This is an optimization exercise on Yosys and OpenROAD, whose aim is a short achievable clock period and few clock cycles, not a production implementation.
In this exercise RTL edits were held to simulation tests only and were not proved equivalent to the original.
No activity file was given, so power comes from the tool's default toggle rates.

== rev 12 ==
==> flow/design.v (excerpt) <==
module mini_mips_test_design(
    input clk,
    input reset,
    input [7:0] memdata,
    output memwrite,
    output [7:0] adr,
    output [7:0] writedata
);
    localparam E_R = 0, E_LB = 1, E_SB = 2, E_BEQ = 3, E_J = 4;
    localparam EW = 26;
    localparam S_ST = 0, S_B2 = 1, S_B1 = 2, S_B0 = 3, S_MEM = 4;
    reg  [4:0]    st;
    reg  [5:0]    pcw;           
    reg           la_ok;         
    reg           hit_q;
    reg  [EW-1:0] cur;           
    reg  [4:0]    mk;            
    reg  [7:0]    adr_q, wdata_q;
    reg           mw_q;
    reg           mem_lb;
    reg  [2:0]    mem_dest;
    assign adr = adr_q;
    assign writedata = wdata_q;
    assign memwrite = mw_q;
    wire       c_isR   = cur[0];
    wire       c_isLB  = cur[1];
    wire       c_isSB  = cur[2];
    wire       c_isBEQ = cur[3];
    wire       c_isJ   = cur[4];
    wire [2:0] c_rs    = cur[7:5];
    wire [2:0] c_rt    = cur[10:8];
    wire [2:0] c_dest  = cur[13:11];
    wire [2:0] c_aluop = cur[16:14];
    wire [7:0] c_imm   = cur[24:17];
    wire [5:0] c_tgt   = cur[22:17];
    wire       c_we    = cur[25];
    reg [7:0] rf [1:7];
    wire [7:0] ra = (c_rs == 3'd0) ? 8'd0 : rf[c_rs];
    wire [7:0] rb = (c_rt == 3'd0) ? 8'd0 : rf[c_rt];
    reg [EW-1:0] cdata [0:31];
    reg [31:0]   cvalid;
    reg [31:0]   ctag;
    wire [5:0]    pcw1 = pcw + 6'd1;
    wire [5:0]    addrB = la_ok ? c_tgt : pcw;
    wire [EW-1:0] entA = cdata[pcw1[4:0]];
    wire          hitA = cvalid[pcw1[4:0]] & (ctag[pcw1[4:0]] == pcw1[5]);
    wire [EW-1:0] entB = cdata[addrB[4:0]];
    wire          hitB = cvalid[addrB[4:0]] & (ctag[addrB[4:0]] == addrB[5]);
    function [2:0] dec_funct(input [5:0] f);
        case (f)
            6'b100010: dec_funct = 3'd1;   
            6'b100100: dec_funct = 3'd2;   
            6'b100101: dec_funct = 3'd3;   
            6'b101010: dec_funct = 3'd4;   
            default:   dec_funct = 3'd0;   
        endcase
    endfunction
    wire [2:0] aluop = st[S_B0] ? dec_funct(memdata[5:0]) : c_aluop;
    wire [7:0] sum  = ra + rb;
    wire [7:0] diff = ra - rb;
    reg  [7:0] alu;
    always @(*) begin
        case (aluop)
            3'd1:    alu = diff;
            3'd2:    alu = ra & rb;
            3'd3:    alu = ra | rb;
            3'd4:    alu = {7'd0, diff[7]};
            default: alu = sum;
        endcase
  ...
clock: 5.0 ns
lec_check: 0
cap_margin: 20
core_margin: 2
core_utilization: 40
slew_margin: 20
run.sh (not shown) runs the stock make flow with config.mk's settings and CLKGATE_MAP_FILE= SYNTH_SCRIPT=/design/flow/synth_recipe.tcl, a recipe that flattens the netlist after the stock synthesis.
Testbench counts of rev 12, summed over its fixed seeds: cycles 26,275.
For rev 13, these inputs were changed with respect to rev 12:
diff --git a/flow/config.mk b/flow/config.mk
--- a/flow/config.mk
+++ b/flow/config.mk
@@ -6,6 +6,8 @@
 export NUM_CORES = 4
 export LEC_CHECK = 0
+export ABC_CLOCK_PERIOD_IN_PS = 2500
 export CAP_MARGIN = 20
 export CORE_MARGIN = 2
 export CORE_UTILIZATION = 40
+export SETUP_SLACK_MARGIN = 2.2
 export SLEW_MARGIN = 20
Findings:
- Rev 13 ran to completion and came out clean on the timing, DRC and antenna checks.
- | first-iteration DRC count | rev 13 vs rev 12 | about 20% higher |
- Going from rev 12 to rev 13, average detailed-routed wire length per instance saw an increase, final non-filler cell total saw an increase, share of final-layout standard cells stronger than drive strength 1 saw an increase, wire length saw an increase, arrival time reported for the critical path endpoint saw a decrease.
- | global routing usage on met3 | lower: rev 12 |
- In the flow results for rev 12 and rev 13, the hold slack is smaller on rev 13.
- Relative to rev 12, post-DP HPWL decreased by about 5% in rev 13.

========
## the baseline
Another version of the RTL of mini_mips_test_design (not shown whole).
For scale: roughly 4600 cells after synthesis, ~1600 flip-flops, ~27 I/O pins.
Design mini_mips_test_design, start of the top module:
module mini_mips_test_design(
    input clk,
    input reset,
    input [7:0] memdata,
    output memwrite,
    output [7:0] adr,
    output [7:0] writedata
);
    localparam IB = 5;               
    localparam NE = 1 << IB;         
    localparam TB = 6 - IB;          
    localparam E_R = 0, E_LB = 1, E_SB = 2, E_BEQ = 3, E_J = 4;
    localparam EW = 40;
    localparam S_ST = 0, S_B2 = 1, S_B1 = 2, S_B0 = 3, S_MEM = 4;
    localparam M_X = 0, M_DEC = 3, M_R = 4;
    reg  [4:0]    st;
    reg  [4:0]    mode;
    reg  [5:0]    pcw;           
    reg  [5:0]    pcw1;          
    reg  [EW-1:0] cur;           
    reg  [7:0]    opa, opb;      
    reg  [EW-1:0] nxt;           
    reg           nxt_hit;
    reg  [5:0]    nxt_pc, nxt_pc1;
    reg  [5:0]    la_q;          
    reg  [4:0]    mk;            
    reg  [7:0]    adr_q, wdata_q;
    reg           mw_q;
    reg           ldw;           
    reg  [7:1]    mem_dest;
    reg  [5:0]    pf;            
    reg  [5:0]    pf1;           
    reg  [3:0]    pf_st;         
    reg  [4:0]    pf_mk;
    reg  [7:1]    pf_rs, pf_rt;
    reg  [2:0]    pf_dest;
    reg  [2:0]    pf_alu;
    reg           pf_own;        
    assign adr = adr_q;
    assign writedata = wdata_q;
    assign memwrite = mw_q;
    wire       c_isR   = cur[0];
    wire       c_isLB  = cur[1];
    wire       c_isSB  = cur[2];
    wire       c_isBEQ = cur[3];
    wire       c_isJ   = cur[4];
    wire [7:1] c_rs    = cur[11:5];
    wire [7:1] c_rt    = cur[18:12];
    wire [2:0] c_destb = cur[21:19];     
    wire [2:0] c_alub  = cur[24:22];     
    wire [7:0] c_imm   = cur[32:25];
    wire [5:0] c_tgt   = cur[30:25];
    wire       c_ptk   = cur[33];        
    wire       c_mem   = c_isLB | c_isSB;
    wire [7:1] n_rs    = nxt[11:5];
    wire [7:1] n_rt    = nxt[18:12];
    function [7:1] dec_reg(input [2:0] r);
        integer j;
        for (j = 1; j < 8; j = j + 1) dec_reg[j] = (r == j);
    endfunction
    function [2:0] dec_funct(input [5:0] f);
        case (f)
            6'b100010: dec_funct = 3'd1;   
            6'b100100: dec_funct = 3'd2;   
            6'b100101: dec_funct = 3'd3;   
            6'b101010: dec_funct = 3'd4;   
            default:   dec_funct = 3'd0;   
        endcase
    endfunction
    function [7:0] ks_add(input [7:0] a, input [7:0] b, input cin);
        reg [7:0] p, g, gg, pp, gn, pn;
  ...
Settings: LEC_CHECK=0, ABC_CLOCK_PERIOD_IN_PS=2000, CAP_MARGIN=20, CELL_PAD_IN_SITES_DETAIL_PLACEMENT=2, CELL_PAD_IN_SITES_GLOBAL_PLACEMENT=2, CORE_MARGIN=2, CORE_UTILIZATION=30, PLACE_DENSITY=0.4, SETUP_SLACK_MARGIN=2.6, SLEW_MARGIN=20; clock period 5.0 ns.
Testbench counts of the baseline, summed over its fixed seeds: cycles 24,133.
Input-level comparison between the candidate and the baseline:
Settings: PLACE_DENSITY now 0.45, was 0.4; CORE_UTILIZATION now 33, was 30; CELL_PAD_IN_SITES_DETAIL_PLACEMENT now 1, was 2; CELL_PAD_IN_SITES_GLOBAL_PLACEMENT now 1, was 2.
Findings:
Going from the baseline to the candidate, detailed-route wire length shrank by a few percent.
Of the baseline and the candidate, the run reporting the higher wire length the detailed router placed on met1 was the baseline.
Looking only at combinational fraction of design power, and setting everything else aside, the lower value of the baseline and the candidate goes to the baseline.
Total length of routed met3 wires sits higher in the candidate than in the baseline.
On power density relative to cell area, the baseline and the candidate are basically level.
Status: total power after layout parity (the baseline, the candidate)

==> re-timing with driven ports <==
In the flow no input, the clock included, has a driving cell. The finished layouts below were timed again as built, in two steps. Step 1: set_driving_cell puts a clkbuf_16 on clk and a buf_2 on each other input, an assumption about the parent block. Step 2 also shifts input and output timing later by t, the mid clock arrival at the registers, as if the neighbouring blocks saw the same clock. Three values: ideal ports, drivers, drivers and shift; two values: the first two.
run	t, ns	slack for setup (ns)	worst setup path at the end	worst slew at a driven data input, ns	pins driven straight from the clock port
rev 12	0.792	0.385 / 0.385 / 0.385	register to register	0.11	1
rev 13	0.794	1.131 / 1.131 / 0.774	input to register	0.04	1
the baseline	0.911	1.965 / 1.965 / 1.399	input to register	0.04	1
the candidate	0.916	1.976 / 1.976 / 1.441	input to register	0.04	1
After both steps every run listed still meets setup and hold. For the baseline, which loses most, drivers alone change the setup slack by 0.000 ns; drivers and shift together by -0.566 ns.
